What follows belongs to an exercise in optimizing a design on an open flow for a short achievable clock period and few clock cycles; a production flow would make more cautious choices.
RTL that was checked went through simulation tests only; none was proved equivalent to the original.
No functional check of the RTL was part of runs 1 and 2.
No run shown here takes its clock network from TritonCTS; it comes from the design's own scripts or RTL.
The clock input has no modelled driver; a real chip could not lean on it and would need a root buffer or a full tree.
Power figures rest on the tool's default switching activity, not on a simulated workload.

<file path="flow/run.sh">
#!/bin/bash
# Standard ORFS layout with five changes:
# - synthesis and the resizer do not use the slow 3- and 4-input OR and
#   4-input NOR cells (added to the platform's don't-use list);
# - the ports get plain buffers that the resizer may size freely (instead
#   of delay cells of a fixed footprint);
# - the output word's pins are kept together on the top edge
#   (flow/pre_io.tcl, hooked in before ORFS's pin placement);
# - registers that drive only an output port's buffer are moved next to it
#   before detailed placement (flow/pre_dpl.tcl);
# - the clock tree is built by flow/mytree.tcl, hooked in before ORFS's CTS
#   step.
# Tool output goes to standard.log.
DONT_USE="$(cat flow/dont_use.txt)"
bash standard.sh PRE_CTS_TCL="$PWD/flow/pre_cts.tcl" \
  PRE_IO_PLACEMENT_TCL="$PWD/flow/pre_io.tcl" \
  PRE_DETAIL_PLACE_TCL="$PWD/flow/pre_dpl.tcl" \
  BUFFER_PORTS_ARGS="-buffer_cell sky130_fd_sc_hd__buf_4" \
  MATCH_CELL_FOOTPRINT=0 DONT_USE_CELLS="$DONT_USE" finish > standard.log 2>&1
</file>
<file path="flow/dont_use.txt">
sky130_fd_sc_hd__probe_p_8 sky130_fd_sc_hd__probec_p_8 sky130_fd_sc_hd__lpflow_bleeder_1 sky130_fd_sc_hd__lpflow_clkbufkapwr_1 sky130_fd_sc_hd__lpflow_clkbufkapwr_16 sky130_fd_sc_hd__lpflow_clkbufkapwr_2 sky130_fd_sc_hd__lpflow_clkbufkapwr_4 sky130_fd_sc_hd__lpflow_clkbufkapwr_8 sky130_fd_sc_hd__lpflow_clkinvkapwr_1 sky130_fd_sc_hd__lpflow_clkinvkapwr_16 sky130_fd_sc_hd__lpflow_clkinvkapwr_2 sky130_fd_sc_hd__lpflow_clkinvkapwr_4 sky130_fd_sc_hd__lpflow_clkinvkapwr_8 sky130_fd_sc_hd__lpflow_decapkapwr_12 sky130_fd_sc_hd__lpflow_decapkapwr_3 sky130_fd_sc_hd__lpflow_decapkapwr_4 sky130_fd_sc_hd__lpflow_decapkapwr_6 sky130_fd_sc_hd__lpflow_decapkapwr_8 sky130_fd_sc_hd__lpflow_inputiso0n_1 sky130_fd_sc_hd__lpflow_inputiso0p_1 sky130_fd_sc_hd__lpflow_inputiso1n_1 sky130_fd_sc_hd__lpflow_inputiso1p_1 sky130_fd_sc_hd__lpflow_inputisolatch_1 sky130_fd_sc_hd__lpflow_isobufsrc_1 sky130_fd_sc_hd__lpflow_isobufsrc_16 sky130_fd_sc_hd__lpflow_isobufsrc_2 sky130_fd_sc_hd__lpflow_isobufsrc_4 sky130_fd_sc_hd__lpflow_isobufsrc_8 sky130_fd_sc_hd__lpflow_isobufsrckapwr_16 sky130_fd_sc_hd__lpflow_lsbuf_lh_hl_isowell_tap_1 sky130_fd_sc_hd__lpflow_lsbuf_lh_hl_isowell_tap_2 sky130_fd_sc_hd__lpflow_lsbuf_lh_hl_isowell_tap_4 sky130_fd_sc_hd__lpflow_lsbuf_lh_isowell_4 sky130_fd_sc_hd__lpflow_lsbuf_lh_isowell_tap_1 sky130_fd_sc_hd__lpflow_lsbuf_lh_isowell_tap_2 sky130_fd_sc_hd__lpflow_lsbuf_lh_isowell_tap_4 sky130_fd_sc_hd__nor4_1 sky130_fd_sc_hd__nor4_2 sky130_fd_sc_hd__nor4_4 sky130_fd_sc_hd__nor4b_1 sky130_fd_sc_hd__nor4b_2 sky130_fd_sc_hd__nor4b_4 sky130_fd_sc_hd__nor4bb_1 sky130_fd_sc_hd__nor4bb_2 sky130_fd_sc_hd__nor4bb_4 sky130_fd_sc_hd__or3_1 sky130_fd_sc_hd__or3_2 sky130_fd_sc_hd__or3_4 sky130_fd_sc_hd__or3b_1 sky130_fd_sc_hd__or3b_2 sky130_fd_sc_hd__or3b_4 sky130_fd_sc_hd__or4_1 sky130_fd_sc_hd__or4_2 sky130_fd_sc_hd__or4_4 sky130_fd_sc_hd__or4b_1 sky130_fd_sc_hd__or4b_2 sky130_fd_sc_hd__or4b_4 sky130_fd_sc_hd__or4bb_1 sky130_fd_sc_hd__or4bb_2 sky130_fd_sc_hd__or4bb_4
</file>
<file path="flow/mytree.tcl">
# Two-level clock tree: the clock port drives NROOT root buffers, each root
# drives the leaf buffers of its part of the die, each leaf a cluster of
# nearby flip-flops. Sinks are split into equal clusters by k-means.
proc mt_env {name default} {
  if {[info exists ::env($name)] && $::env($name) ne ""} { return $::env($name) }
  return $default
}
set mt_nroot [mt_env MT_NROOT 4]
set mt_nleaf [mt_env MT_NLEAF 12]
set mt_buf   [mt_env MT_BUF sky130_fd_sc_hd__clkbuf_16]
set mt_rbuf  [mt_env MT_RBUF sky130_fd_sc_hd__clkbuf_16]

set block [ord::get_db_block]
set db [ord::get_db]
set clk_port [$block findBTerm clk]
set clk_net [$clk_port getNet]
set bmaster [$db findMaster $mt_buf]
set rmaster [$db findMaster $mt_rbuf]

set sinks {}
foreach it [$clk_net getITerms] {
  set inst [$it getInst]
  set box [$inst getBBox]
  set x [expr {([$box xMin] + [$box xMax]) / 2.0}]
  set y [expr {([$box yMin] + [$box yMax]) / 2.0}]
  lappend sinks [list $it $x $y]
}
set n [llength $sinks]
puts "mytree: $n sinks, $mt_nroot roots, $mt_nleaf leaves"

# balanced k-means: assign points to centers with a capacity limit
proc mt_kmeans {pts k iters} {
  set n [llength $pts]
  set cap [expr {int(ceil(double($n) / $k))}]
  # initial centers: sort by angle around the centroid
  set cx 0; set cy 0
  foreach p $pts { set cx [expr {$cx + [lindex $p 1]}]; set cy [expr {$cy + [lindex $p 2]}] }
  set cx [expr {$cx / $n}]; set cy [expr {$cy / $n}]
  set ang {}
  set i 0
  foreach p $pts { lappend ang [list $i [expr {atan2([lindex $p 2]-$cy, [lindex $p 1]-$cx)}]]; incr i }
  set ang [lsort -real -index 1 $ang]
  set centers {}
  for {set c 0} {$c < $k} {incr c} {
    set sx 0; set sy 0; set m 0
    for {set j [expr {$c * $n / $k}]} {$j < ($c + 1) * $n / $k} {incr j} {
      set p [lindex $pts [lindex $ang $j 0]]
      set sx [expr {$sx + [lindex $p 1]}]; set sy [expr {$sy + [lindex $p 2]}]; incr m
    }
    lappend centers [list [expr {$sx / $m}] [expr {$sy / $m}]]
  }
  for {set it 0} {$it < $iters} {incr it} {
    # all (point, center) distances, greedy by distance with capacity
    set pairs {}
    set i 0
    foreach p $pts {
      set c 0
      foreach ctr $centers {
        lappend pairs [list $i $c [expr {abs([lindex $p 1]-[lindex $ctr 0]) + abs([lindex $p 2]-[lindex $ctr 1])}]]
        incr c
      }
      incr i
    }
    set pairs [lsort -real -index 2 $pairs]
    set assign [lrepeat $n -1]
    set count [lrepeat $k 0]
    foreach pr $pairs {
      lassign $pr i c d
      if {[lindex $assign $i] >= 0} continue
      if {[lindex $count $c] >= $cap} continue
      lset assign $i $c
      lset count $c [expr {[lindex $count $c] + 1}]
    }
    set sums {}
    for {set c 0} {$c < $k} {incr c} { lappend sums [list 0 0 0] }
    set i 0
    foreach p $pts {
      set c [lindex $assign $i]
      lassign [lindex $sums $c] sx sy m
      lset sums $c [list [expr {$sx + [lindex $p 1]}] [expr {$sy + [lindex $p 2]}] [expr {$m + 1}]]
      incr i
    }
    set centers {}
    foreach s $sums {
      lassign $s sx sy m
      if {$m == 0} { set m 1 }
      lappend centers [list [expr {$sx / $m}] [expr {$sy / $m}]]
    }
  }
  return [list $assign $centers]
}

lassign [mt_kmeans $sinks $mt_nleaf 12] assign lcenters
set lpts {}
set c 0
foreach ctr $lcenters { lappend lpts [list $c [lindex $ctr 0] [lindex $ctr 1]]; incr c }
lassign [mt_kmeans $lpts $mt_nroot 12] rassign rcenters

proc mt_place {inst x y} {
  set m [$inst getMaster]
  set w [$m getWidth]; set h [$m getHeight]
  $inst setLocation [expr {int($x - $w / 2)}] [expr {int($y - $h / 2)}]
  $inst setPlacementStatus PLACED
}

# root buffers on the clock port's net
set rnets {}
for {set r 0} {$r < $mt_nroot} {incr r} {
  set inst [odb::dbInst_create $block $rmaster "mt_root_$r"]
  mt_place $inst [lindex $rcenters $r 0] [lindex $rcenters $r 1]
  set net [odb::dbNet_create $block "mt_rootnet_$r"]
  $net setSigType CLOCK
  [$inst findITerm A] connect $clk_net
  [$inst findITerm X] connect $net
  lappend rnets $net
}
set lnets {}
for {set l 0} {$l < $mt_nleaf} {incr l} {
  set inst [odb::dbInst_create $block $bmaster "mt_leaf_$l"]
  mt_place $inst [lindex $lcenters $l 0] [lindex $lcenters $l 1]
  set net [odb::dbNet_create $block "mt_leafnet_$l"]
  $net setSigType CLOCK
  [$inst findITerm A] connect [lindex $rnets [lindex $rassign $l]]
  [$inst findITerm X] connect $net
  lappend lnets $net
}
set i 0
foreach s $sinks {
  set it [lindex $s 0]
  $it disconnect
  $it connect [lindex $lnets [lindex $assign $i]]
  incr i
}
$clk_net setSigType CLOCK
puts "mytree: done"
</file>
<file path="flow/pre_cts.tcl">
# Replaces ORFS's clock tree synthesis with the two-level tree of mytree.tcl:
# clock port -> 4 root buffers -> 24 leaf buffers -> flip-flops.
set ::env(MT_NROOT) 4
set ::env(MT_NLEAF) 24
source [file join [file dirname [info script]] mytree.tcl]
proc clock_tree_synthesis {args} {
  puts "clock_tree_synthesis skipped: the tree was built by mytree.tcl"
}
set_propagated_clock [all_clocks]
</file>
<file path="flow/pre_dpl.tcl">
# Moves each register that drives only an output port's buffer next to
# that buffer (detailed placement then legalizes it).
set block [ord::get_db_block]
set moved 0
foreach bt [$block getBTerms] {
  if {[$bt getIoType] != "OUTPUT"} continue
  set net [$bt getNet]
  set buf ""
  foreach it [$net getITerms] { if {[$it isOutputSignal]} { set buf [$it getInst] } }
  if {$buf eq ""} continue
  set a [$buf findITerm A]
  if {$a eq "NULL"} continue
  set n2 [$a getNet]
  if {$n2 eq "NULL" || [llength [$n2 getITerms]] != 2} continue
  set ff ""
  foreach it [$n2 getITerms] { if {[$it isOutputSignal]} { set ff [$it getInst] } }
  if {$ff eq "" || ![[$ff getMaster] isSequential]} continue
  lassign [$buf getLocation] bx by
  $ff setLocation $bx $by
  incr moved
}
puts "pre_dpl: moved $moved output registers next to their port buffers"
</file>
<file path="flow/pre_io.tcl">
# Keeps the output word's pins together on the top edge, so that the output
# registers and their port buffers sit next to their pins.
set names {valid none send_BX}
for {set b 0} {$b < 48} {incr b} { lappend names "mem_dat_stream\[$b\]" }
set_io_pin_constraint -pin_names $names -region top:40-230
</file>
<file path="standard.sh">
#!/bin/bash
# synth_recipe.tcl (not shown) runs the flow's synth.tcl, then flattens the netlist and writes it again
# the make line also repeats each setting of config.mk as NAME=value (left out here)
make -C /OpenROAD-flow-scripts/flow DESIGN_CONFIG=/design/flow/config.mk WORK_HOME=/design/flow/orfs CLKGATE_MAP_FILE= SYNTH_SCRIPT=/design/flow/synth_recipe.tcl "${@:-finish}"
</file>
<file path="config.mk">
export PLATFORM = sky130hd
export DESIGN_NAME = mem_readout_top_2
export DESIGN_NICKNAME = mem_readout_top_2
export VERILOG_FILES = /design/flow/design.v
export SDC_FILE = /design/flow/constraint.sdc
export NUM_CORES = 4
export LEC_CHECK = 0
export ABC_CLOCK_PERIOD_IN_PS = 1300
export CAP_MARGIN = 50
export CORE_AREA = 6 6 264 264
export DIE_AREA = 0 0 270 270
export PLACE_DENSITY = 0.6
export SETUP_SLACK_MARGIN = 2.0
export SLEW_MARGIN = 70
</file>
<file path="constraint.sdc">
create_clock -name core_clock -period 3.0 [get_ports {clk}]
set_input_delay 0.6000 -clock core_clock [delete_from_list [all_inputs] [get_ports {clk}]]
set_output_delay 0.6000 -clock core_clock [all_outputs]
set_load 0.01 [all_outputs]
</file>
<file path="design.v">
`timescale 1ns / 1ps
module mem_readout_top_2(
    input clk,
    input reset,
    input wire [2:0] BX,
    input [6:0] clk_cnt,
    input [2:0] BX_pipe,
    input [5:0] number_in1,
    output [5:0] read_add1,
    input [43:0] input_L1L2_1,
    input [5:0] number_in2,
    output [5:0] read_add2,
    input [43:0] input_L1L2_2,
    input [5:0] number_in3,
    output [5:0] read_add3,
    input [43:0] input_L1L2_3,
    input [5:0] number_in4,
    output [5:0] read_add4,
    input [43:0] input_L1L2_4,
    input [5:0] number_in5,
    output [5:0] read_add5,
    input [43:0] input_L3L4_1,
    input [5:0] number_in6,
    output [5:0] read_add6,
    input [43:0] input_L3L4_2,
    input [5:0] number_in7,
    output [5:0] read_add7,
    input [43:0] input_L3L4_3,
    input [5:0] number_in8,
    output [5:0] read_add8,
    input [43:0] input_L3L4_4,
    input [5:0] number_in9,
    output [5:0] read_add9,
    input [43:0] input_L5L6_1,
    input [5:0] number_in10,
    output [5:0] read_add10,
    input [43:0] input_L5L6_2,
    input [5:0] number_in11,
    output [5:0] read_add11,
    input [43:0] input_L5L6_3,
    input [5:0] number_in12,
    output [5:0] read_add12,
    input [43:0] input_L5L6_4,
    output reg [47:0] mem_dat_stream,
    output reg valid,
    output reg send_BX,
    output reg none
);
wire [5:0] num [0:11];
assign num[0] = number_in1;   assign num[1] = number_in2;
assign num[2] = number_in3;   assign num[3] = number_in4;
assign num[4] = number_in5;   assign num[5] = number_in6;
assign num[6] = number_in7;   assign num[7] = number_in8;
assign num[8] = number_in9;   assign num[9] = number_in10;
assign num[10] = number_in11; assign num[11] = number_in12;
wire [43:0] dat [0:11];
assign dat[0] = input_L1L2_1;  assign dat[1] = input_L1L2_2;
assign dat[2] = input_L1L2_3;  assign dat[3] = input_L1L2_4;
assign dat[4] = input_L3L4_1;  assign dat[5] = input_L3L4_2;
assign dat[6] = input_L3L4_3;  assign dat[7] = input_L3L4_4;
assign dat[8] = input_L5L6_1;  assign dat[9] = input_L5L6_2;
assign dat[10] = input_L5L6_3; assign dat[11] = input_L5L6_4;
reg [5:0] addr [0:11];           
assign read_add1 = addr[0];   assign read_add2 = addr[1];
assign read_add3 = addr[2];   assign read_add4 = addr[3];
assign read_add5 = addr[4];   assign read_add6 = addr[5];
assign read_add7 = addr[6];   assign read_add8 = addr[7];
assign read_add9 = addr[8];   assign read_add10 = addr[9];
assign read_add11 = addr[10]; assign read_add12 = addr[11];
function [11:0] lowest;
    input [11:0] m;
    integer j;
    reg seen;
    begin
        seen = 1'b0;
        for (j = 0; j < 12; j = j + 1) begin
            lowest[j] = m[j] & ~seen;
            seen = seen | m[j];
        end
    end
endfunction
function [3:0] code;
    input [11:0] s;
    integer j;
    begin
        code = 4'd0;
        for (j = 0; j < 12; j = j + 1)
            code = code | ({4{s[j]}} & (j[3:0] + 4'd1));
    end
endfunction
reg [11:0] ne;                   
reg [11:0] fst;                  
reg        any;                  
reg [11:0] one, two;             
reg [5:0]  nm2 [0:11];           
wire [11:0] ne_in;
genvar g;
generate
    for (g = 0; g < 12; g = g + 1) begin : g_ne
        assign ne_in[g] = |num[g];
    end
endgenerate
integer n;
always @(posedge clk) begin
    fst <= lowest(ne_in);
    any <= |ne_in;
    for (n = 0; n < 12; n = n + 1) begin
        ne[n]  <= ne_in[n];
        one[n] <= (num[n] == 6'd1);
        two[n] <= (num[n] == 6'd2);
        nm2[n] <= num[n] - 6'd2;
    end
end
reg        first;
reg [11:0] first_m, second_m;
reg [11:0] act;
reg [11:0] last;                 
reg [11:0] succ [0:11];
reg [11:0] nosucc;               
reg        busy;                 
reg        ghost;                
wire [11:0] leave = act & last;
integer i, j;
reg [11:0] act_nxt;
reg [11:0] nosucc_nxt;
always @(*) begin
    for (j = 0; j < 12; j = j + 1) begin
        act_nxt[j] = act[j] & ~last[j];
        for (i = 0; i < j; i = i + 1)
            act_nxt[j] = act_nxt[j] | (leave[i] & succ[i][j]);
    end
end
reg [11:0] succ_nxt [0:11];
reg        seen;
always @(*) begin
    for (i = 0; i < 12; i = i + 1) begin
        seen = 1'b0;
        for (j = 0; j < 12; j = j + 1) begin
            succ_nxt[i][j] = (j > i) & ne[j] & ~seen;
            if (j > i) seen = seen | ne[j];
        end
        nosucc_nxt[i] = ~seen;
    end
end
always @(posedge clk) begin
    first  <= reset;
    ghost  <= first & |(fst & one);
    nosucc <= nosucc_nxt;
    if (first) begin
        act  <= fst;
        busy <= any;
    end else begin
        act  <= act_nxt;
        busy <= busy & ~|(leave & nosucc);
    end
    for (n = 0; n < 12; n = n + 1) begin
        succ[n] <= succ_nxt[n];
        first_m[n]  <= reset & |num[n];
        second_m[n] <= ~reset & first_m[n];
        last[n] <= (first_m[n] & (one[n] | two[n]))
                 | (~first_m[n] & act[n] & (addr[n] == nm2[n]))
                 | (~first_m[n] & ~act[n] & second_m[n] & one[n])
                 | (~first_m[n] & ~act[n] & ~second_m[n] & last[n]);
        if (reset)
            addr[n] <= 6'd0;
        else if (first_m[n])
            addr[n] <= 6'd1;
        else if (act[n])
            addr[n] <= addr[n] + 6'd1;
        else if (second_m[n])
            addr[n] <= 6'd0;
    end
end
reg [11:0] sel;                  
reg [3:0]  sel_code;             
reg [2:0]  hdr_bx;               
reg        dvalid;               
reg [43:0] mux;
integer k;
always @(*) begin
    mux = 44'd0;
    for (k = 0; k < 12; k = k + 1)
        mux = mux | ({44{sel[k]}} & dat[k]);
end
always @(posedge clk) begin
    sel      <= reset ? 12'd0 : first ? fst : act;
    sel_code <= reset ? 4'hF : first ? code(fst) : code(act);
    hdr_bx   <= reset ? BX : 3'd0;
    dvalid   <= ~reset & (first ? any : busy & ~ghost);
    mem_dat_stream <= {sel_code, mux[43:41] | hdr_bx, mux[40:0]};
    valid   <= ~reset & dvalid;
    send_BX <= ~reset & first;
    none    <= ~reset & (first ? ~any : ~busy);
end
endmodule
</file>
==> results of run 1 <==
-- registers in the layout, indices dropped and copies added, names as in the netlist, 3 cells and up --
| name | cells |
|---|---|
| one | 12 |
| second_m | 12 |
| nm2 | 72 |
| act | 12 |
| ne | 11 |
| first_m | 12 |
| sel | 12 |
| mem_dat_stream | 48 |
| two | 12 |
| fst | 12 |
| sel_code | 4 |
| nosucc | 11 |
| last | 12 |
| succ | 66 |
| addr | 72 |
| hdr_bx | 3 |
-- layer usage --
| metal | wire [um] | track usage |
|---|---|---|
| met1 | 45300 | 0.371 |
| met2 | 61100 | 0.550 |
| met3 | 15600 | 0.133 |
| met4 | 10900 | 0.207 |
| met5 | 294 | 0 |
-- layout make-up --
class                      instances  area share
sequential                       391       0.240
tap                              864      0.0312
buffer                            28      0.0202
multi-input combinational       1247       0.352
timing repair buffer            1180       0.335
inverter                          79      0.0173
antenna                           65     0.00469
-- cells by family after synthesis --
logic type,after synthesis,share of synthesized area
flip-flops,391,0.459
adder cells (fa/ha/maj),24,0.0176
buffers and inverters,207,0.0510
AND/OR/NAND/NOR,597,0.179
multiplexers,10,0.00587
AO/OA/AOI/OAI,494,0.226
XOR/XNOR,120,0.0616
-- cells in the mapped netlist, drive strengths merged, types with 2 or more instances --
master	instances
ha	24
xor2	68
a32o	2
a2111oi	12
nand3	83
nor2b	61
nor2	179
nand4	20
o22ai	11
and4	4
clkbuf	68
or2	2
a22oi	7
and2	18
o21ai	58
a31oi	11
a211oi	33
a22o	130
dfxtp	391
a32oi	16
a21oi	46
nand3b	26
nand2b	4
mux2i	10
nor3b	28
inv	78
nand2	68
xnor2	52
a222oi	6
and4b	5
o41ai	7
a41oi	12
nor3	66
and3	33
buf	60
a221oi	140
-- power by group through the flow --
stage / Combinational (mW) / Clock, mW / Sequential [mW]
floorplan: 1.02 / 0 / 5.75
global placement: 2.16 / 0 / 5.98
detailed placement: 2.37 / 0 / 5.87
CTS: 3.19 / 3.54 / 5.69
global route: 3.58 / 3.78 / 5.73
finish: 3.45 / 3.51 / 5.70
-- how the worst max path moves through the flow --
| stage | startpoint | depth (start not counted) | endpoint |
|---|---|---|---|
| finish | sel[10] | 5 | mem_dat_stream[38] |
| global route | sel[3] | 5 | mem_dat_stream[2] |
| CTS | sel[10] | 5 | mem_dat_stream[38] |
| detailed placement | number_in6[1] | 5 | fst[9] |
| global placement | sel[4] | 4 | mem_dat_stream[40] |
| floorplan | number_in6[1] | 5 | any |
-- metrics by stage --
| step | hold slack [ns] | worst slack (ns) | std cells |
|---|---|---|---|
| final | 0.324 | 1.47 | 3854 |
| after global routing | 0.306 | 1.49 | 3822 |
| after CTS | 0.311 | 1.52 | 3704 |
| after detailed placement | 0.318 | 1.16 | 3351 |
| after global placement | 0.318 | 1.12 | 3323 |
| after floorplan | 0.310 | 1.62 | 1843 |
-- what timing repair did --
item	in CTS	in global routing
endpoints found under the setup margin	357	360
buffers inserted	295	82
gates resized for setup	697	288
hold buffers	0	0
pin swaps	280	203
gates cloned	30	3
==> results by group, run 1 <==
Synth
  • Mean cell area of the mapped netlist: 9.25 um2
  • Cells after Synth: 1843
  • Synthesized flop and latch total: 391
  • Cell area after synthesis: 17100 um2
  • Post-synth cell types: 51
  • Mapped Nets: 2482
  • Cell type with the highest aggregate area in the netlist: sky130_fd_sc_hd__dfxtp_1
  • Top post-synthesis cells by area: sky130_fd_sc_hd__dfxtp_1, sky130_fd_sc_hd__a221oi_1, sky130_fd_sc_hd__a22o_1, sky130_fd_sc_hd__nor2_1, sky130_fd_sc_hd__xor2_1
  • Top_reg_cell synth: sky130_fd_sc_hd__dfxtp_1
  • Share of the synthesized area in the top cell type: 0.459
  • Number of warnings issued by yosys: 5
  • Number of enable flip-flop cells after synthesis: 0
  • Synth async-reset ratio: 0
  • Portion of the post-synthesis area used by sequential elements: 0.459

Detailed routing
  • Iteration-0 DRC Markers: 1789
  • Routed via count divided by cell count: 5.41
  • DRC: 0
  • Remaining antenna violation count: 0
  • Wire length per cell: 34.6 um
  • First-pass iteration count of the detailed router: 9
  • Total wire length: 133 mm
  • Total number of vias: 20.8k

Place
  • Final HPWL DP: 100 mm
  • Gpl congestion: 0.985
  • Number of input and output port buffers inserted: 727
  • Placed Area: 26300 um2

Global routing
  • First-pass GRT wire length: 175 mm
  • Sum of overflow across all layers after global routing: 0
  • Number of global-route vias before repair: 20.9k
  • Total routing usage reported by global routing: 0.338
  • Antenna violations before repair: 111
  • Pin count of the biggest net entering global routing: 29

Power
  • Internal Pwr Total: 8.99 mW
  • Clock network fraction of design power: 0.277
  • Leakage power total: 14.4 nW
  • Reg power frac: 0.450
  • Overall power consumption: 12.7 mW
  • Switch Pwr: 3.68 mW
  • Combinational share of power: 0.273
  • Power Density: 365 nW/um2
  • Sw frac: 0.291
  • IR Drop Worst-Case VDD: 0.000311 V

Cells and area
  • Post-layout utilization of the core: 0.527
  • FF/Latch Area: 8320 um2
  • Area growth from synthesis to layout: 103%
  • Final nets: 3566
  • Total area of multi-input combinational cells: 12200 um2
  • Leading cell type in the layout, fill and taps excluded: sky130_fd_sc_hd__buf_4
  • Most frequent cells in the layout: sky130_fd_sc_hd__buf_4, sky130_fd_sc_hd__buf_6, sky130_fd_sc_hd__dfxtp_1
  • Cell area after layout: 34700 um2
  • Ratio of cells with drive above 1 in the final layout: 0.683
  • Number of fillers in the final layout: 5649

Worst hold path
  • Worst min-delay path startpoint: number_in7[0]
  • Hold WC Path Type: in2reg
  • Number of instances on the worst hold path: 1
  • Hold path endpoint: nm2[6][0]

Timing
  • Final count of hold timing violations: 0
  • Transition time at the pin with the least slew margin: 0.407 ns
  • Max Slew Vio Count: 0
  • Relative slew slack: 0.728
  • Crit path time final: 1.53 ns
  • Number of setup violations in the final report: 0
  • Final total negative setup slack: 0 ns
  • RSZ-0062 raised after global routing: yes
  • Final cycle utilization of the critical path: 0.511
  • Maximum clock skew at final layout: 0.0582 ns
  • Highest attainable clock frequency: 652 MHz

Setup path
  • Kind of end point of the critical path: flop
  • FF-to-FF path depth: 5
  • Crit path required time: 3.19 ns
  • Startpoint type of the worst setup path: flop
  • R2r startpoint: sel[10]
  • Critical Setup Path Class: reg2reg
  • Cell Chain, Critical Path: buf_16 -> buf_16 -> a22o_4 -> a221oi_2 -> nand3_2
  • Peak fanout along the critical path: 5
  • Cell family contributing the most delay on the critical path: compound AO/OA/AOI/OAI gates
  • Arrival time reported for the critical path endpoint: 1.72 ns
  • Buf/Inv on CP: 2
  • Worst-case register-to-register setup slack: 1.47 ns
  • Slowest cell delay on critical path: 0.38 ns
  • Endpoint of the lowest-slack register-to-register path: mem_dat_stream[38]
  • Master of the slowest instance on the critical path: sky130_fd_sc_hd__dfxtp_4
  • Cell mode on critical path: sky130_fd_sc_hd__buf_16

CTS
  • Clock Pin Slew Worst Setup and Hold Paths: 0.07 ns
  • Clock latency on the worst-skew pair: 0.39 ns

Die
  • Total core area: 65700 um2
  • Die area: 72900 um2
  • Effective utilization at floorplan: 0.259
  • Rows: 94
  • I/O pin total: 738
  • Die boundary height: 270 um
  • Die width: 270 um

Run status
  • Status: finished clean

Flow run
  • Maximum capacitance violations: 0
==> inputs of run 2 (changes only) <==
--- a/config.mk
+++ b/config.mk
@@ -6,9 +6,9 @@
 export NUM_CORES = 4
 export LEC_CHECK = 0
 export ABC_CLOCK_PERIOD_IN_PS = 1300
-export CAP_MARGIN = 50
+export CAP_MARGIN = 20
 export CORE_AREA = 6 6 264 264
 export DIE_AREA = 0 0 270 270
 export PLACE_DENSITY = 0.6
 export SETUP_SLACK_MARGIN = 2.0
-export SLEW_MARGIN = 70
+export SLEW_MARGIN = 20
==> run 2 against run 1 <==
- maximum frequency increased by 1.1%
- via count rose by 0.64%
- total power increased by 0.10%
- final cell count shrank 1.1%
- critical endpoint is now mem_dat_stream[43]
- highest routed layer unchanged
==> results by group, run 2 <==
Run status
  • Status: finished clean

Cells and area
  • Area growth from synthesis to layout: 101%
  • Most frequent cells in the layout: sky130_fd_sc_hd__buf_4, sky130_fd_sc_hd__buf_6, sky130_fd_sc_hd__dfxtp_1
  • Ratio of cells with drive above 1 in the final layout: 0.676 (-0.00706)
  • Final nets: 3530 (-1.0%)
  • Post-layout utilization of the core: 0.520 (-0.00704)
  • Leading cell type in the layout, fill and taps excluded: sky130_fd_sc_hd__buf_4
  • Registers with the highest flip-flop counts: addr x72, nm2 x72, succ x66

Synth
  • Top_reg_cell synth: sky130_fd_sc_hd__dfxtp_1
  • Cell type with the highest aggregate area in the netlist: sky130_fd_sc_hd__dfxtp_1
  • Cell area after synthesis: 17100 um2 (unchanged)
  • Synth async-reset ratio: 0 (unchanged)
  • Number of enable flip-flop cells after synthesis: 0 (unchanged)
  • Post-synth cell types: 51 (unchanged)
  • Number of warnings issued by yosys: 5 (unchanged)
  • Share of the synthesized area in the top cell type: 0.459 (unchanged)
  • Portion of the post-synthesis area used by sequential elements: 0.459 (unchanged)
  • Cells after Synth: 1843 (unchanged)
  • Most frequently used cell type in the post-synthesis netlist: sky130_fd_sc_hd__dfxtp_1
  • Most common library cells after synthesis: sky130_fd_sc_hd__dfxtp_1, sky130_fd_sc_hd__nor2_1, sky130_fd_sc_hd__a221oi_1, sky130_fd_sc_hd__a22o_1, sky130_fd_sc_hd__nand3_1
  • Top post-synthesis cells by area: sky130_fd_sc_hd__dfxtp_1, sky130_fd_sc_hd__a221oi_1, sky130_fd_sc_hd__a22o_1, sky130_fd_sc_hd__nor2_1, sky130_fd_sc_hd__xor2_1
  • Mean cell area of the mapped netlist: 9.25 um2 (unchanged)
  • Synthesized flop and latch total: 391 (unchanged)
  • Mapped Nets: 2482 (unchanged)

Power
  • Power Density: 371 nW/um2 (+1.5%)
  • Clock network fraction of design power: 0.276 (about the same)
  • IR Drop Worst-Case VDD: 0.000303 V (-2.3%)
  • Overall power consumption: 12.7 mW (+0.10%)
  • Sw frac: 0.293 (+0.00249)
  • Internal Pwr Total: 8.97 mW (-0.25%)
  • Reg power frac: 0.450 (about the same)
  • Combinational share of power: 0.274 (about the same)
  • Leakage power total: 14.2 nW (-1.7%)
  • Switch Pwr: 3.72 mW (+0.96%)

Timing
  • Final cycle utilization of the critical path: 0.506 (-0.00569)
  • Maximum clock skew at final layout: 0.0561 ns (-0.00212 ns)
  • Transition time at the pin with the least slew margin: 0.883 ns (+0.476 ns)
  • Crit path time final: 1.52 ns (-0.0171 ns)
  • Max Slew Vio Count: 0 (unchanged)
  • RSZ-0062 raised after global routing: yes
  • Final count of hold timing violations: 0 (unchanged)
  • Final total negative setup slack: 0 ns (unchanged)
  • Relative slew slack: 0.411 (-0.317)
  • Highest attainable clock frequency: 659 MHz (+1.1%)
  • Number of setup violations in the final report: 0 (unchanged)

Die
  • Rows: 94 (unchanged)
  • Die width: 270 um (unchanged)
  • Die area: 72900 um2 (unchanged)
  • Effective utilization at floorplan: 0.259 (unchanged)
  • Die boundary height: 270 um (unchanged)
  • I/O pin total: 738 (unchanged)
  • Total core area: 65700 um2 (unchanged)

Place
  • Gpl congestion: 0.985 (unchanged)
  • Final HPWL DP: 97.9 mm (-2.1%)
  • Number of input and output port buffers inserted: 727 (unchanged)

Setup path
  • FF-to-FF path depth: 2 (-3)
  • R2r startpoint: sel[0]
  • Crit path required time: 3.21 ns (+0.02 ns)
  • Kind of end point of the critical path: flop
  • Peak fanout along the critical path: 4 (-1)
  • Arrival time reported for the critical path endpoint: 1.73 ns (about the same)
  • Endpoint of the lowest-slack register-to-register path: mem_dat_stream[43]
  • Worst-case register-to-register setup slack: 1.48 ns (+0.02 ns)
  • Startpoint type of the worst setup path: flop
  • Critical Setup Path Class: reg2reg

Detailed routing
  • First-pass iteration count of the detailed router: 5 (-4)
  • Wire length per cell: 37.0 um (+6.9%)
  • Total wire length: 141 mm (+5.7%)
  • Iteration-0 DRC Markers: 1811 (+1.2%)
  • Remaining antenna violation count: 0 (unchanged)
  • Total number of vias: 21.0k (+0.64%)
  • DRC: 0 (unchanged)
  • Routed via count divided by cell count: 5.50 (+1.8%)

CTS
  • Number of buffers inserted by hold repair at cts: 0 (unchanged)
  • Clock latency on the worst-skew pair: 0.38 ns (about the same)
  • Clock Pin Slew Worst Setup and Hold Paths: 0.08 ns (about the same)

Global routing
  • Pin count of the biggest net entering global routing: 44 (+52%)
  • Sum of overflow across all layers after global routing: 0 (unchanged)
  • Number of global-route vias before repair: 21.1k (+1.1%)
  • Total routing usage reported by global routing: 0.355 (+0.0165)
  • Antenna violations before repair: 107 (-3.6%)
  • First-pass GRT wire length: 182 mm (+3.9%)

Worst hold path
  • Number of instances on the worst hold path: 0 (-1)
  • Hold WC Path Type: reg2reg
  • Hold path endpoint: mem_dat_stream[47]
  • Worst min-delay path startpoint: sel_code[3]

Flow run
  • Maximum capacitance violations: 0 (unchanged)
## run 2: cell counts after synthesis
No cell type changed its count.
## run 2: logic make-up after synthesis
kind of cell	after synthesis	synth area share
and+or+nand+nor	597	0.179
DFF	391	0.459
AOI/OAI and AO/OA	494	0.226
muxes	10	0.00587
buffers and inverters	207	0.0510
xor gates and xnor gates	120	0.0616
adders and majority gates	24	0.0176
## run 2: worst max-delay path by stage
stage / startpoint / slack, ns / to / cells after the start
6_report: sel[0] / 1.48 / mem_dat_stream[43] / 2
5_1_grt: sel[3] / 1.47 / mem_dat_stream[43] / 2
4_1_cts: sel[0] / 1.50 / mem_dat_stream[43] / 2
3_5_place_dp: sel[4] / 0.92 / mem_dat_stream[37] / 4
3_3_place_gp: sel[4] / 1.12 / mem_dat_stream[40] / 4
2_1_floorplan: number_in6[1] / 1.62 / any / 5
## run 2: layer usage
layer | track usage | part of all wire | vias up
met5 | 0 | 0.0021 | -
met4 | 0.219 | 0.082 | 44
met3 | 0.154 | 0.11 | 405
met2 | 0.582 | 0.46 | 1214
met1 | 0.375 | 0.34 | 10300
li1 | - | - | 9016
## run 2: per-stage QoR
stage | hold WS, ns | instances | area [um2] | setup WS (ns)
after floorplan | 0.310 | 1843 | 19900 | 1.62
after global placement | 0.318 | 3323 | 25700 | 1.12
after detailed placement | 0.318 | 3323 | 25700 | 0.924
after CTS | 0.339 | 3660 | 32100 | 1.50
after global routing | 0.347 | 3786 | 34200 | 1.47
final | 0.335 | 3811 | 34200 | 1.48
## run 2: power by group through the flow
stage               Sequential (mW)  Combinational [mW]  Clock [mW]
finish                         5.71                3.48        3.50
global route                   5.73                3.59        3.73
CTS                            5.69                3.17        3.52
detailed placement             5.95                2.23           0
global placement               5.98                2.16           0
floorplan                      5.75                1.02           0
## run 2: area by class of cell
class,instances,area (um2)
well taps,864,1080
multi-input cells,1247,12200
fillers,5665,31500
inverters,79,618
diodes,58,145
repair inverters,2,32.5
flip-flops and latches,391,8310
plain buffers,28,701
repair buffers,1142,11100
## run 2: worst max-delay path, cell delays in order, from the launching register on
cell,delay (ns)
sky130_fd_sc_hd__dfxtp_4,0.41
sky130_fd_sc_hd__a222oi_1,0.80
sky130_fd_sc_hd__nand3_1,0.17
## run 2: timing repair
action / in CTS / in global routing
resized for setup: 732 / 255
endpoints found under the setup margin: 371 / 362
cloned: 26 / 8
buffers inserted: 283 / 85
pin swaps: 265 / 215
hold endpoints to repair: 0 / 0
==> inputs of run 3 (changes only) <==
--- a/design.v
+++ b/design.v
@@ -89,23 +89,12 @@
     end
 endfunction
 reg [11:0] ne;                   
-reg [11:0] fst;                  
-reg        any;                  
 reg [11:0] one, two;             
 reg [5:0]  nm2 [0:11];           
-wire [11:0] ne_in;
-genvar g;
-generate
-    for (g = 0; g < 12; g = g + 1) begin : g_ne
-        assign ne_in[g] = |num[g];
-    end
-endgenerate
 integer n;
 always @(posedge clk) begin
-    fst <= lowest(ne_in);
-    any <= |ne_in;
     for (n = 0; n < 12; n = n + 1) begin
-        ne[n]  <= ne_in[n];
+        ne[n]  <= |num[n];
         one[n] <= (num[n] == 6'd1);
         two[n] <= (num[n] == 6'd2);
         nm2[n] <= num[n] - 6'd2;
@@ -118,7 +107,7 @@
 reg [11:0] succ [0:11];
 reg [11:0] nosucc;               
 reg        busy;                 
-reg        ghost;                
+wire [11:0] fst = lowest(ne);
 wire [11:0] leave = act & last;
 integer i, j;
 reg [11:0] act_nxt;
@@ -144,11 +133,10 @@
 end
 always @(posedge clk) begin
     first  <= reset;
-    ghost  <= first & |(fst & one);
     nosucc <= nosucc_nxt;
     if (first) begin
         act  <= fst;
-        busy <= any;
+        busy <= |ne;
     end else begin
         act  <= act_nxt;
         busy <= busy & ~|(leave & nosucc);
@@ -157,10 +145,12 @@
         succ[n] <= succ_nxt[n];
         first_m[n]  <= reset & |num[n];
         second_m[n] <= ~reset & first_m[n];
-        last[n] <= (first_m[n] & (one[n] | two[n]))
-                 | (~first_m[n] & act[n] & (addr[n] == nm2[n]))
-                 | (~first_m[n] & ~act[n] & second_m[n] & one[n])
-                 | (~first_m[n] & ~act[n] & ~second_m[n] & last[n]);
+        if (first_m[n])
+            last[n] <= one[n] | two[n];
+        else if (act[n])
+            last[n] <= (addr[n] == nm2[n]);
+        else if (second_m[n])
+            last[n] <= one[n];
         if (reset)
             addr[n] <= 6'd0;
         else if (first_m[n])
@@ -186,10 +176,10 @@
     sel      <= reset ? 12'd0 : first ? fst : act;
     sel_code <= reset ? 4'hF : first ? code(fst) : code(act);
     hdr_bx   <= reset ? BX : 3'd0;
-    dvalid   <= ~reset & (first ? any : busy & ~ghost);
+    dvalid   <= ~reset & (first ? |ne : busy & ~|(act & one & second_m));
     mem_dat_stream <= {sel_code, mux[43:41] | hdr_bx, mux[40:0]};
     valid   <= ~reset & dvalid;
     send_BX <= ~reset & first;
-    none    <= ~reset & (first ? ~any : ~busy);
+    none    <= ~reset & (first ? ~|ne : ~busy);
 end
 endmodule
==> run 3 against run 2 <==
- critical path type is now reg2out
- maximum frequency grew 3.1%
- hold slack lost 0.015 ns
- total power decreased by 5.4%
- clock skew up 0.012 ns
- sequential cell count is 13 lower
- still clean on timing, DRC and antenna
- sequential share of layout area barely moved
- wire length fell by 7.8%
- via count shrank 2.1%
- setup slack improved by 0.045 ns
- largest power group unchanged
- synthesized cell count down 2.0%
- sequential power is 4% lower
- core utilization shrank 0.97 points
- critical endpoint is now read_add8[5]
==> results by group, run 3 <==
Timing
  • Max Slew Vio Count: 0 (unchanged)
  • Transition time at the pin with the least slew margin: 0.446 ns (-0.438 ns)
  • Relative slew slack: 0.703 (+0.292)
  • Number of setup violations in the final report: 0 (unchanged)
  • Maximum clock skew at final layout: 0.0678 ns (+0.0118 ns)
  • RSZ-0062 raised after global routing: yes
  • Crit path time final: 1.47 ns (-0.0452 ns)
  • Highest attainable clock frequency: 679 MHz (+3.1%)
  • Final count of hold timing violations: 0 (unchanged)
  • Final cycle utilization of the critical path: 0.491 (-0.0151)
  • Final total negative setup slack: 0 ns (unchanged)
  • Post-route worst setup slack: 1.53 ns (+0.0452 ns)

Place
  • Final HPWL DP: 90.8 mm (-7.2%)
  • Gpl congestion: 1.03 (+4.3%)
  • Number of input and output port buffers inserted: 727 (unchanged)
  • Pre-CTS worst setup slack: 0.945 ns (+0.0204 ns)

Power
  • Power Density: 357 nW/um2 (-3.6%)
  • Leakage power total: 14.0 nW (-1.4%)
  • IR Drop Worst-Case VDD: 0.000338 V (+11%)

Synth
  • Most frequently used cell type in the post-synthesis netlist: sky130_fd_sc_hd__dfxtp_1
  • Cells after Synth: 1806 (-2.0%)
  • Portion of the post-synthesis area used by sequential elements: 0.458 (-0.000924)
  • Number of enable flip-flop cells after synthesis: 12 (+12)
  • Share of the synthesized area in the top cell type: 0.437 (-0.0224)
  • Top_reg_cell synth: sky130_fd_sc_hd__dfxtp_1
  • Top post-synthesis cells by area: sky130_fd_sc_hd__dfxtp_1, sky130_fd_sc_hd__a221oi_1, sky130_fd_sc_hd__a22o_1, sky130_fd_sc_hd__xor2_1, sky130_fd_sc_hd__nand3_1
  • Most common library cells after synthesis: sky130_fd_sc_hd__dfxtp_1, sky130_fd_sc_hd__a221oi_1, sky130_fd_sc_hd__a22o_1, sky130_fd_sc_hd__nor2_1, sky130_fd_sc_hd__nand3_1
  • Number of warnings issued by yosys: 5 (unchanged)
  • Synth async-reset ratio: 0 (unchanged)
  • Mean cell area of the mapped netlist: 9.29 um2 (+0.42%)
  • Post-synth cell types: 53 (+3.9%)
  • Cell type with the highest aggregate area in the netlist: sky130_fd_sc_hd__dfxtp_1
  • Cell area after synthesis: 16800 um2 (-1.6%)
  • Synthesized flop and latch total: 378 (-3.3%)
  • Mapped Nets: 2445 (-1.5%)

Cells and area
  • Most frequent cells in the layout: sky130_fd_sc_hd__buf_4, sky130_fd_sc_hd__buf_6, sky130_fd_sc_hd__dfxtp_1
  • Ratio of cells with drive above 1 in the final layout: 0.687 (+0.0111)
  • Final nets: 3495 (-0.99%)
  • Area growth from synthesis to layout: 100%
  • Registers with the highest flip-flop counts: addr x72, nm2 x72, succ x66
  • Leading cell type in the layout, fill and taps excluded: sky130_fd_sc_hd__buf_4

CTS
  • Clock Pin Slew Worst Setup and Hold Paths: 0.10 ns (+0.02 ns)
  • Clock latency on the worst-skew pair: 0.39 ns (about the same)

Detailed routing
  • DRC: 0 (unchanged)
  • Wire length per cell: 34.4 um (-7.0%)
  • First-pass iteration count of the detailed router: 5 (unchanged)
  • Remaining antenna violation count: 0 (unchanged)
  • Routed via count divided by cell count: 5.43 (-1.2%)
  • Total number of vias: 20.5k (-2.1%)
  • Total wire length: 130 mm (-7.8%)
  • Iteration-0 DRC Markers: 1599 (-12%)

Setup path
  • Cell Chain, Critical Path: buf_6
  • Cell family contributing the most delay on the critical path: flip-flops
  • Worst-case register-to-register setup slack: 1.56 ns (+0.08 ns)
  • Crit path required time: 2.40 ns (-0.81 ns)
  • R2r startpoint: act[11]
  • Peak fanout along the critical path: 4 (unchanged)
  • FF-to-FF path depth: 5 (+3)
  • Critical Setup Path Class: reg2out
  • Buf/Inv on CP: 1 (+1)
  • Startpoint type of the worst setup path: flop
  • Kind of end point of the critical path: output pin
  • Master of the slowest instance on the critical path: sky130_fd_sc_hd__dfxtp_4
  • Arrival time reported for the critical path endpoint: 0.87 ns (-0.86 ns)
  • Slowest cell delay on critical path: 0.38 ns (-0.42 ns)
  • Endpoint of the lowest-slack register-to-register path: act[11]

Global routing
  • Sum of overflow across all layers after global routing: 0 (unchanged)
  • Total routing usage reported by global routing: 0.330 (-0.0249)
  • Pin count of the biggest net entering global routing: 26 (-41%)
  • First-pass GRT wire length: 172 mm (-5.6%)
  • Number of global-route vias before repair: 20.8k (-1.1%)
  • Antenna violations before repair: 95 (-11%)

Die
  • Rows: 94 (unchanged)
  • Die boundary height: 270 um (unchanged)
  • Effective utilization at floorplan: 0.255 (-0.00413)
  • Total core area: 65700 um2 (unchanged)
  • I/O pin total: 738 (unchanged)
  • Die width: 270 um (unchanged)
  • Die area: 72900 um2 (unchanged)

Worst hold path
  • Hold path endpoint: mem_dat_stream[45]
  • Worst min-delay path startpoint: sel_code[1]
  • Hold WC Path Type: reg2reg
  • Number of instances on the worst hold path: 0 (unchanged)

Flow run
  • Maximum capacitance violations: 0 (unchanged)

Run status
  • Status: finished clean
==> run 3: cell count changes after synthesis, sizes merged, moves of 19 or more <==
cell,before,now
a311oi,0,32
a21oi,46,68
dfxtp,391,366
xnor2,52,22
nand3,83,117
nor2,179,130
xor2,68,93
o21ai,58,25
buf,60,33
clkbuf,68,99
nor3,66,85
==> run 3: power by group <==
| group | switching, mW | internal (mW) |
|---|---|---|
| combinational | 1.40 | 1.61 |
| clock | 1.81 | 1.67 |
| sequential | 0.246 | 5.27 |
==> run 3: worst max path at each step <==
stage | start | endpoint | cells after the start
after floorplan | ne[3] | dvalid | 7
after global placement | ne[2] | dvalid | 4
after detailed placement | ne[2] | dvalid | 4
after CTS | mem_dat_stream[32] | mem_dat_stream[32] | 1
after global routing | sel[4] | mem_dat_stream[10] | 5
final | addr[7][5] | read_add8[5] | 1
==> run 3: cell families after synthesis <==
| group | synth area share |
|---|---|
| simple gates | 0.189 |
| compound gates | 0.227 |
| flops | 0.458 |
| buf+inv | 0.0482 |
| xor+xnor | 0.0600 |
| fa+ha+maj | 0.0179 |
==> run 3: layer usage <==
layer | GRT usage | vias to the layer above | part of all wire
li1 | - | 8903 | -
met2 | 0.519 | 1180 | 0.45
met5 | 0 | - | 0.0023
met4 | 0.166 | 48 | 0.063
met1 | 0.366 | 10000 | 0.35
met3 | 0.168 | 347 | 0.13
==> run 3: final cells by class <==
cell class                 count  area, um2
fill                        5736      32200
buffer                        28        701
inverter                      66        564
sequential                   378       8150
antenna                       59        148
tap                          864       1080
multi-input combinational   1230      12100
timing repair inverter         1       7.51
timing repair buffer        1151      10900
==> run 3: timing repair <==
| item | in CTS | in global routing |
|---|---|---|
| pin swaps | 254 | 268 |
| setup buffers | 284 | 98 |
| setup endpoints to repair | 373 | 338 |
| cloned | 22 | 0 |
| resized for setup | 650 | 268 |
| hold buffers | 0 | 0 |
==> run 3: stage by stage <==
| step | cells | area (um2) | power, mW | hold slack, ns | utilization |
|---|---|---|---|---|---|
| 2_1_floorplan | 1806 | 19600 | 6.45 | 0.310 | - |
| 4_1_cts | 3620 | 31400 | 11.8 | 0.318 | 0.478 |
| 3_5_place_dp | 3286 | 25200 | 7.76 | 0.323 | 0.383 |
| 6_report | 3777 | 33600 | 12.0 | 0.319 | 0.511 |
| 5_1_grt | 3741 | 33500 | 12.4 | 0.330 | 0.509 |
| 3_3_place_gp | 3286 | 25200 | 7.73 | 0.317 | 0.383 |
Testbench counts of run 3, summed over its fixed seeds: cycles 29,813.
==> inputs of run 4 (changes only) <==
--- a/flow/run.sh
+++ b/flow/run.sh
@@ -6,14 +6,16 @@
 #   of delay cells of a fixed footprint);
 # - the output word's pins are kept together on the top edge
 #   (flow/pre_io.tcl, hooked in before ORFS's pin placement);
-# - registers that drive only an output port's buffer are moved next to it
-#   before detailed placement (flow/pre_dpl.tcl);
+# - registers that drive only an output port are placed at its pin before
+#   global placement and released before detailed placement
+#   (flow/pre_gpl.tcl, flow/pre_dpl.tcl);
 # - the clock tree is built by flow/mytree.tcl, hooked in before ORFS's CTS
 #   step.
 # Tool output goes to standard.log.
 DONT_USE="$(cat flow/dont_use.txt)"
 bash standard.sh PRE_CTS_TCL="$PWD/flow/pre_cts.tcl" \
   PRE_IO_PLACEMENT_TCL="$PWD/flow/pre_io.tcl" \
+  PRE_GLOBAL_PLACE_TCL="$PWD/flow/pre_gpl.tcl" \
   PRE_DETAIL_PLACE_TCL="$PWD/flow/pre_dpl.tcl" \
   BUFFER_PORTS_ARGS="-buffer_cell sky130_fd_sc_hd__buf_4" \
   MATCH_CELL_FOOTPRINT=0 DONT_USE_CELLS="$DONT_USE" finish > standard.log 2>&1
==> flow/pre_dpl.tcl (replaced) <==
# Lets detailed placement legalize the output registers that
# flow/pre_gpl.tcl kept in place during global placement.
set n 0
foreach inst [[ord::get_db_block] getInsts] {
  if {[$inst getPlacementStatus] eq "FIRM" && [[$inst getMaster] isSequential]} {
    $inst setPlacementStatus PLACED
    incr n
  }
}
puts "pre_dpl: released $n output registers"
==> flow/pre_gpl.tcl (new file) <==
# Places each register that drives only an output port next to that port's
# pin and keeps it there during global placement, so that the register, its
# port buffer and the pin are close together.
set block [ord::get_db_block]
set core [$block getCoreArea]
set cx0 [$core xMin]; set cy0 [$core yMin]; set cx1 [$core xMax]; set cy1 [$core yMax]
set moved 0
foreach bt [$block getBTerms] {
  if {[$bt getIoType] != "OUTPUT"} continue
  set net [$bt getNet]
  if {$net eq "NULL" || [llength [$net getITerms]] != 1} continue
  set it [lindex [$net getITerms] 0]
  set ff [$it getInst]
  if {![[$ff getMaster] isSequential]} continue
  set bb [$bt getBBox]
  set px [expr {([$bb xMin] + [$bb xMax]) / 2}]
  set py [expr {([$bb yMin] + [$bb yMax]) / 2}]
  set w [[$ff getMaster] getWidth]; set h [[$ff getMaster] getHeight]
  set x [expr {min(max($px - $w / 2, $cx0), $cx1 - $w)}]
  set y [expr {min(max($py - $h / 2, $cy0), $cy1 - $h)}]
  $ff setLocation $x $y
  $ff setPlacementStatus FIRM
  incr moved
}
puts "pre_gpl: placed $moved output registers at their pins"
==> run 4 against run 3 <==
- clock power down 2%
- highest routed layer unchanged
- wire length up 1.1%
- design area down 0.16%
- synthesized area unchanged
- via count up 0.30%
- first-iteration DRC count down 3.8%
- setup slack worse by 0.065 ns
- sequential share of layout area about the same
==> results by group, run 4 <==
Run status
  • Status: finished clean

Place
  • Final HPWL DP: 92.1 mm (+1.4%)
  • Number of input and output port buffers inserted: 727 (unchanged)
  • Gpl congestion: 1.00 (-2.2%)
  • Pre-CTS worst setup slack: 0.856 ns (-0.0888 ns)
  • Cell count after placement: 3285 (-0.030%)

Worst hold path
  • Hold WC Path Type: reg2reg
  • Worst min-delay path startpoint: sel_code[3]
  • Number of instances on the worst hold path: 0 (unchanged)

Die
  • Total core area: 65700 um2 (unchanged)
  • Die area: 72900 um2 (unchanged)
  • Rows: 94 (unchanged)
  • I/O pin total: 738 (unchanged)
  • Die boundary height: 270 um (unchanged)
  • Effective utilization at floorplan: 0.255 (unchanged)
  • Die width: 270 um (unchanged)

Flow run
  • Maximum capacitance violations: 0 (unchanged)

Synth
  • Cell area after synthesis: 16800 um2 (unchanged)
  • Most common library cells after synthesis: sky130_fd_sc_hd__dfxtp_1, sky130_fd_sc_hd__a221oi_1, sky130_fd_sc_hd__a22o_1, sky130_fd_sc_hd__nor2_1, sky130_fd_sc_hd__nand3_1
  • Cells after Synth: 1806 (unchanged)
  • Top post-synthesis cells by area: sky130_fd_sc_hd__dfxtp_1, sky130_fd_sc_hd__a221oi_1, sky130_fd_sc_hd__a22o_1, sky130_fd_sc_hd__xor2_1, sky130_fd_sc_hd__nand3_1
  • Mapped Nets: 2445 (unchanged)
  • Number of warnings issued by yosys: 5 (unchanged)
  • Synthesized flop and latch total: 378 (unchanged)
  • Top_reg_cell synth: sky130_fd_sc_hd__dfxtp_1
  • Mean cell area of the mapped netlist: 9.29 um2 (unchanged)
  • Portion of the post-synthesis area used by sequential elements: 0.458 (unchanged)
  • Cell type with the highest aggregate area in the netlist: sky130_fd_sc_hd__dfxtp_1
  • Post-synth cell types: 53 (unchanged)
  • Most frequently used cell type in the post-synthesis netlist: sky130_fd_sc_hd__dfxtp_1
  • Synth async-reset ratio: 0 (unchanged)
  • Number of enable flip-flop cells after synthesis: 12 (unchanged)
  • Share of the synthesized area in the top cell type: 0.437 (unchanged)

Setup path
  • Crit path required time: 3.16 ns (+0.76 ns)
  • Capturing instance or port of the critical path: mem_dat_stream[23]
  • Endpoint of the lowest-slack register-to-register path: mem_dat_stream[23]
  • Slowest cell delay on critical path: 0.43 ns (+0.05 ns)
  • Arrival time reported for the critical path endpoint: 1.69 ns (+0.82 ns)
  • Cell Chain, Critical Path: clkbuf_16 -> a22o_4 -> a221oi_2 -> nand3_2
  • Kind of end point of the critical path: flop
  • Critical path startpoint: sel[5]
  • Worst-case register-to-register setup slack: 1.46 ns (-0.10 ns)
  • Critical Setup Path Class: reg2reg
  • Master of the slowest instance on the critical path: sky130_fd_sc_hd__dfxtp_4
  • Peak fanout along the critical path: 8 (+4)
  • Startpoint type of the worst setup path: flop
  • FF-to-FF path depth: 4 (-1)
  • R2r startpoint: sel[5]

Cells and area
  • FF/Latch Area: 8160 um2 (about the same)
  • Number of fillers in the final layout: 5685 (-0.89%)
  • Post-layout utilization of the core: 0.510 (-0.000837)
  • Non-filler cells in the finished layout: 3751 (-0.69%)
  • Most frequent cells in the layout: sky130_fd_sc_hd__buf_4, sky130_fd_sc_hd__buf_6, sky130_fd_sc_hd__dfxtp_1
  • Final nets: 3483 (-0.34%)
  • Ratio of cells with drive above 1 in the final layout: 0.691 (+0.00396)
  • Total area of multi-input combinational cells: 12200 um2 (+1.0%)
  • Leading cell type in the layout, fill and taps excluded: sky130_fd_sc_hd__buf_4
  • Registers with the highest flip-flop counts: addr x72, nm2 x72, succ x66
  • Area growth from synthesis to layout: 99.8%

Timing
  • Max Slew Vio Count: 0 (unchanged)
  • Final count of hold timing violations: 0 (unchanged)
  • Maximum clock skew at final layout: 0.0356 ns (-0.0322 ns)
  • Final cycle utilization of the critical path: 0.512 (+0.0217)
  • Number of setup violations in the final report: 0 (unchanged)
  • RSZ-0062 raised after global routing: yes
  • Transition time at the pin with the least slew margin: 0.468 ns (+0.0217 ns)
  • Crit path time final: 1.54 ns (+0.0650 ns)
  • Relative slew slack: 0.688 (-0.0145)
  • Final total negative setup slack: 0 ns (unchanged)
  • Highest attainable clock frequency: 651 MHz (-4.2%)
  • Post-route worst setup slack: 1.46 ns (-0.0650 ns)

Power
  • Overall power consumption: 11.9 mW (-0.42%)
  • Sw frac: 0.285 (-0.00340)
  • Reg power frac: 0.462 (+0.003)
  • Leakage power total: 14.1 nW (+0.56%)
  • Power Density: 356 nW/um2 (-0.26%)
  • Combinational share of power: 0.253 (+0.002)
  • IR Drop Worst-Case VDD: 0.000309 V (-8.6%)
  • Switch Pwr: 3.40 mW (-1.6%)
  • Clock network fraction of design power: 0.285 (-0.005)
  • Internal Pwr Total: 8.54 mW (about the same)

CTS
  • Number of buffers inserted by hold repair at cts: 0 (unchanged)
  • Clock latency on the worst-skew pair: 0.36 ns (-0.03 ns)
  • Clock Pin Slew Worst Setup and Hold Paths: 0.08 ns (-0.02 ns)

Global routing
  • Pin count of the biggest net entering global routing: 23 (-12%)
  • Antenna violations before repair: 87 (-8.4%)
  • First-pass GRT wire length: 171 mm (-0.45%)
  • Sum of overflow across all layers after global routing: 0 (unchanged)
  • Number of global-route vias before repair: 20.5k (-1.7%)
  • Total routing usage reported by global routing: 0.329 (-0.00117)

Detailed routing
  • Wire length per cell: 35.0 um (+1.8%)
  • Routed via count divided by cell count: 5.49 (+0.99%)
  • Total number of vias: 20.6k (+0.30%)
  • DRC: 0 (unchanged)
  • Total wire length: 131 mm (+1.1%)
  • Iteration-0 DRC Markers: 1539 (-3.8%)
  • First-pass iteration count of the detailed router: 5 (unchanged)
  • Remaining antenna violation count: 0 (unchanged)
[run 4: cell count changes in the layout (fill, tap and decap cells not counted), moves of 6 or more]
cell,previous run,this run
sky130_fd_sc_hd__a221oi_2,125,116
sky130_fd_sc_hd__a221oi_4,8,16
sky130_fd_sc_hd__buf_6,268,256
sky130_fd_sc_hd__diode_2,59,45
sky130_fd_sc_hd__nand3_1,73,49
sky130_fd_sc_hd__nand3_2,36,57
sky130_fd_sc_hd__nor2_1,91,84
sky130_fd_sc_hd__nor2_2,9,17
sky130_fd_sc_hd__nor2b_2,5,11
[run 4: cell type report]
cell class,instances,share of cell area
Sequential cell,378,0.243
Antenna cell,45,0.00336
Inverter,66,0.0168
Timing Repair Buffer,1139,0.320
Multi-Input combinational cell,1231,0.364
Tap cell,864,0.0322
Buffer,28,0.0209
[run 4: routing by layer]
metal / vias up / share of wire / GRT usage
li1: 8869 / - / -
met1: 10100 / 0.35 / 0.365
met2: 1159 / 0.46 / 0.535
met3: 359 / 0.13 / 0.162
met4: 58 / 0.058 / 0.138
met5: - / 0.0031 / 0
[run 4: worst min path at each step]
stage,slack [ns],end
after detailed placement,0.39,mem_dat_stream[47]
final,0.36,mem_dat_stream[47]
after CTS,0.36,nm2[7][0]
after global routing,0.36,mem_dat_stream[47]
after global placement,0.40,mem_dat_stream[47]
after floorplan,0.31,mem_dat_stream[44]
[run 4: kinds of logic after synthesis]
group	Yosys count	synth area share
adders and majority gates	24	0.0179
xor gates and xnor gates	115	0.0600
and+or+nand+nor	609	0.189
DFF	378	0.458
buffers and inverters	198	0.0482
AOI/OAI and AO/OA	482	0.227
[run 4: worst max-delay path, delay by kind of cell, from the launching register on]
family	cells	cell delay, ns
simple gates	1	0.24
compound gates	2	0.46
buf+inv	1	0.21
flops	1	0.43
[run 4: power by group through the flow]
stage	logic [mW]	clock network (mW)	registers (mW)
finish	3.02	3.41	5.51
global route	3.13	3.63	5.54
CTS	2.76	3.44	5.50
detailed placement	2.01	0	5.76
global placement	1.98	0	5.75
floorplan	0.876	0	5.58
[run 4: through the flow]
step                      cell area [um2]  hold WS (ns)
after floorplan                     19600         0.310
after global placement              25200         0.404
after detailed placement            25200         0.390
after CTS                           31300         0.363
after global routing                33500         0.357
final                               33500         0.357
[run 4: timing repair]
action | in CTS | in global routing
setup buffers | 287 | 87
endpoints found under the setup margin | 376 | 351
pin swaps | 241 | 241
endpoints found under the hold margin | 0 | 0
gates cloned | 14 | 5
gates resized for setup | 664 | 276

afterwards: timing with drivers on the ports:
No port has a modelled driver above. Below, the same layouts with a new extraction and two added sets of constraints. Step 1: set_driving_cell puts a clkbuf_16 on clk and a buf_2 on each other input, an assumption about the parent block. Step 2 also shifts input and output timing later by t, the mid clock arrival at the registers, as if the neighbouring blocks saw the same clock. Three values: ideal, step 1, step 2; two values: the first two.
| run | t (ns) | setup WS [ns] | latest minus earliest clock arrival (ns) | slew at the worst register clock pin (ns) | worst data-port slew with drivers (ns) |
|---|---|---|---|---|---|
| run 1 | 0.475 | 1.466 / 1.423 / 1.255 | 0.060 / 0.060 | 0.08 / 0.08 | 0.28 |
| run 2 | 0.468 | 1.483 / 1.427 / 1.110 | 0.060 / 0.060 | 0.10 / 0.10 | 0.28 |
| run 3 | 0.468 | 1.528 / 1.419 / 1.293 | 0.069 / 0.068 | 0.10 / 0.10 | 0.29 |
| run 4 | 0.463 | 1.463 / 1.433 / 1.253 | 0.041 / 0.042 | 0.09 / 0.09 | 0.28 |
After both steps every run listed still meets setup and hold. For run 2, which loses most, drivers alone change the setup slack by -0.056 ns; drivers and shift together by -0.373 ns.
